From an optimization exercise on the open Yosys and OpenROAD flow, aimed at small area; shortcuts taken in it are not production practice. Function was checked by simulation only, so behaviour that the tests miss may differ from the original. The clock port is modelled as an ideal driver; clocking choices that lean on that would not hold on a real chip. Power is estimated from default activity; no workload was simulated.

== JK ==
==> flow/design.v (excerpt) <==
module cmplx_mult(
input logic clk,
input logic [10-1:0] switches,
output logic [8-1:0] LED,
output logic [6:0] HEX0,
output logic [6:0] HEX1,
output logic [6:0] HEX2,
output logic [6:0] HEX3,
output logic [6:0] HEX4,
output logic [6:0] HEX5,
output logic [6:0] HEX6,
output logic [6:0] HEX7);
clock: 20.0 ns
lec_check: 0
abc_area: 1
cap_margin: 20
core_margin: 2
core_utilization: 40
place_density: 0.6
slew_margin: 20
standard.sh (not shown) runs the stock make flow with config.mk's settings and CLKGATE_MAP_FILE= SYNTH_SCRIPT=/design/flow/synth_recipe.tcl, a recipe that flattens the netlist after the stock synthesis.
==> flow/flow/run.sh <==
#!/bin/bash
# Own layout flow: the standard flow (standard.sh), with two changes.
#  1. After the standard synthesis, its combinational logic is mapped again
#     with a stronger ABC script (remap.abc). Every register stays as the
#     standard synthesis made it: same instance, name and cell.
#  2. The port buffers are made with sky130_fd_sc_hd__buf_1.
#  3. Clock tree synthesis uses smaller buffers, larger sink clusters and no
#     dummy loads; clock buffers whose flip-flops would see a slow clock
#     edge are then upsized (post_cts.tcl); constant outputs may share tie cells.
# Each tool's full output goes to a log file in the work folder.
set -euo pipefail
W=$PWD
F=$W/flow
R=$W/orfs/results/${FLOW_PLATFORM}/cmplx_mult/base
LIB=$FLOW_HOME/platforms/${FLOW_PLATFORM}/lib/sky130_fd_sc_hd__tt_025C_1v80.lib

# 1. standard synthesis (to 1_2_yosys.v)
bash standard.sh $R/1_2_yosys.v > $W/synth.log 2>&1
cp $R/1_2_yosys.v $W/standard_synth.v

# 2. re-map the combinational logic; registers and full adders are black boxes
# (full adders stay too: ABC maps a full adder to larger separate gates)
FFS=$(grep -oE "sky130_fd_sc_hd__([a-z0-9_]*(df|dl|sdf|edf)[a-z0-9_]*|fa_[0-9])" $W/standard_synth.v | sort -u | tr '\n' ' ')
DONT=""
for c in probe_p_8 probec_p_8 lpflow_bleeder_1 lpflow_clkbufkapwr_1 lpflow_clkbufkapwr_16 \
  lpflow_clkbufkapwr_2 lpflow_clkbufkapwr_4 lpflow_clkbufkapwr_8 lpflow_clkinvkapwr_1 \
  lpflow_clkinvkapwr_16 lpflow_clkinvkapwr_2 lpflow_clkinvkapwr_4 lpflow_clkinvkapwr_8 \
  lpflow_inputiso0n_1 lpflow_inputiso0p_1 lpflow_inputiso1n_1 lpflow_inputiso1p_1 \
  lpflow_inputisolatch_1 lpflow_isobufsrc_1 lpflow_isobufsrc_16 lpflow_isobufsrc_2 \
  lpflow_isobufsrc_4 lpflow_isobufsrc_8 lpflow_isobufsrckapwr_16; do
  DONT="$DONT -dont_use sky130_fd_sc_hd__$c"
done
cat > $W/remap.ys <<EOF
read_liberty -ignore_miss_func $LIB
blackbox $FFS
read_verilog $W/standard_synth.v
hierarchy -top $FLOW_TOP
flatten
opt_clean
abc -liberty $LIB $DONT -script $F/remap.abc
opt_clean -purge
hilomap -singleton -hicell sky130_fd_sc_hd__conb_1 HI -locell sky130_fd_sc_hd__conb_1 LO
insbuf -buf sky130_fd_sc_hd__buf_4 A X
splitnets
opt_clean -purge
tee -o $W/remap_stat.txt stat -liberty $LIB
write_verilog -noattr -nohex -nodec $W/remapped.v
EOF
yosys -s $W/remap.ys > $W/remap.log 2>&1
cp $W/remapped.v $R/1_2_yosys.v

# 3. the rest of the standard flow
export BUFFER_PORTS_ARGS="-buffer_cell sky130_fd_sc_hd__buf_1"
export CTS_ARGS="${X_CTS_ARGS:--sink_clustering_enable -repair_clock_nets -dont_use_dummy_load -buf_list sky130_fd_sc_hd__clkbuf_4 -sink_clustering_size 30 -sink_clustering_max_diameter 100}"
export SKIP_REPAIR_TIE_FANOUT=${X_SKIP_TIE:-1}
export POST_CTS_TCL=$F/post_cts.tcl
bash standard.sh > $W/layout.log 2>&1
==> flow/flow/post_cts.tcl <==
proc my_clock_sink_slew { inst } {
  set out [get_pins -of_objects $inst -filter "direction == output"]
  set net [get_nets -of_objects $out]
  set mx 0.0
  foreach p [get_pins -of_objects $net -filter "direction == input"] {
    if { [get_property $p lib_pin_name] ne "CLK" } { continue }
    set s [get_property $p slew_max]
    if { $s > $mx } { set mx $s }
  }
  return $mx
}
foreach step {sky130_fd_sc_hd__clkbuf_8 sky130_fd_sc_hd__clkbuf_16} {
  set changed 0
  foreach inst [get_cells *] {
    set rn [get_property $inst ref_name]
    if { ![string match "sky130_fd_sc_hd__clkbuf_*" $rn] } { continue }
    set s [my_clock_sink_slew $inst]
    if { $s > 0.110 && $rn ne $step && $rn ne "sky130_fd_sc_hd__clkbuf_16" } {
      puts "post_cts: [get_full_name $inst] $rn sink slew $s -> $step"
      replace_cell $inst [get_lib_cells $step]
      incr changed
    }
  }
  if { $changed > 0 } {
    detailed_placement
    estimate_parasitics -placement
  }
}
Other scripts of this flow, unchanged in this note and not shown: flow/flow/remap.abc
Edits applied to the flow inputs when going from JK to MS:
- GPL_TIMING_DRIVEN newly set to 0
-- flow/flow/run.sh --
<<< JK, line 55
export SKIP_REPAIR_TIE_FANOUT=${X_SKIP_TIE:-1}
export POST_CTS_TCL=$F/post_cts.tcl
bash standard.sh > $W/layout.log 2>&1
>>> MS, line 55
export SKIP_REPAIR_TIE_FANOUT=${X_SKIP_TIE:-1}
export POST_CTS_TCL=$F/post_cts.tcl
export REMOVE_ABC_BUFFERS=1
bash standard.sh > $W/layout.log 2>&1
==> flow/flow/post_cts.tcl <==
proc my_clock_sink_slew { inst } {
  set out [get_pins -of_objects $inst -filter "direction == output"]
  set net [get_nets -of_objects $out]
  set mx 0.0
  foreach p [get_pins -of_objects $net -filter "direction == input"] {
    if { [get_property $p lib_pin_name] ne "CLK" } { continue }
    set s [get_property $p slew_max]
    if { $s > $mx } { set mx $s }
  }
  return $mx
}
array set my_next {
  sky130_fd_sc_hd__clkbuf_1 sky130_fd_sc_hd__clkbuf_2
  sky130_fd_sc_hd__clkbuf_2 sky130_fd_sc_hd__clkbuf_4
  sky130_fd_sc_hd__clkbuf_4 sky130_fd_sc_hd__clkbuf_8
  sky130_fd_sc_hd__clkbuf_8 sky130_fd_sc_hd__clkbuf_16
}
for { set round 0 } { $round < 4 } { incr round } {
  set changed 0
  foreach inst [get_cells *] {
    set rn [get_property $inst ref_name]
    if { ![info exists my_next($rn)] } { continue }
    set s [my_clock_sink_slew $inst]
    if { $s > 0.112 } {
      puts "post_cts: [get_full_name $inst] $rn sink slew $s -> $my_next($rn)"
      replace_cell $inst [get_lib_cells $my_next($rn)]
      incr changed
    }
  }
  if { $changed == 0 } { break }
  detailed_placement
  estimate_parasitics -placement
}
## What came out
- Compared JK against MS; total power consumption of the routed design within noise.
- JK has lower worst setup slack after layout than MS.
- Per the comparison of MS with JK, fraction of area in multi-input gates picked up an extra 0.19 points; growth of design area from synthesis to finish neither gained nor lost much; average detailed-routed wire length per instance lost 0.82%.
- Relative to JK, the clock network fraction of total power of MS is higher by 0.7 points.
- Post-placement worst setup slack across MS and JK: no real change.

what the ideal ports hide:
Ports are ideal in the flow. The routed layouts listed here were re-timed in OpenROAD. Step 1 sets driving cells, clkbuf_16 on the clock port and buf_2 on the other inputs (assumed; they add their load-dependent delay and slew). Step 2 times the ports against the registers' clock, not the clock port: input delays grow and output delays shrink by t, the midpoint of the rising clock arrivals with the driver on. a / b / c = no drivers / after step 1 / after step 2; a / b = the first two.
| run | t, ns | setup slack, ns | hold slack, ns | slew at the worst register clock pin (ns) | worst data-port slew with drivers (ns) |
|---|---|---|---|---|---|
| JK | 0.412 | 9.366 / 9.345 / 9.345 | 0.128 / 0.128 / 0.128 | 0.10 / 0.10 | 0.03 |
| MS | 0.430 | 9.389 / 9.365 / 9.365 | 0.094 / 0.094 / 0.094 | 0.11 / 0.11 | 0.03 |
After both steps every run listed still meets setup and hold. For MS, which loses most, drivers alone change the setup slack by -0.024 ns; drivers and shift together by -0.024 ns.
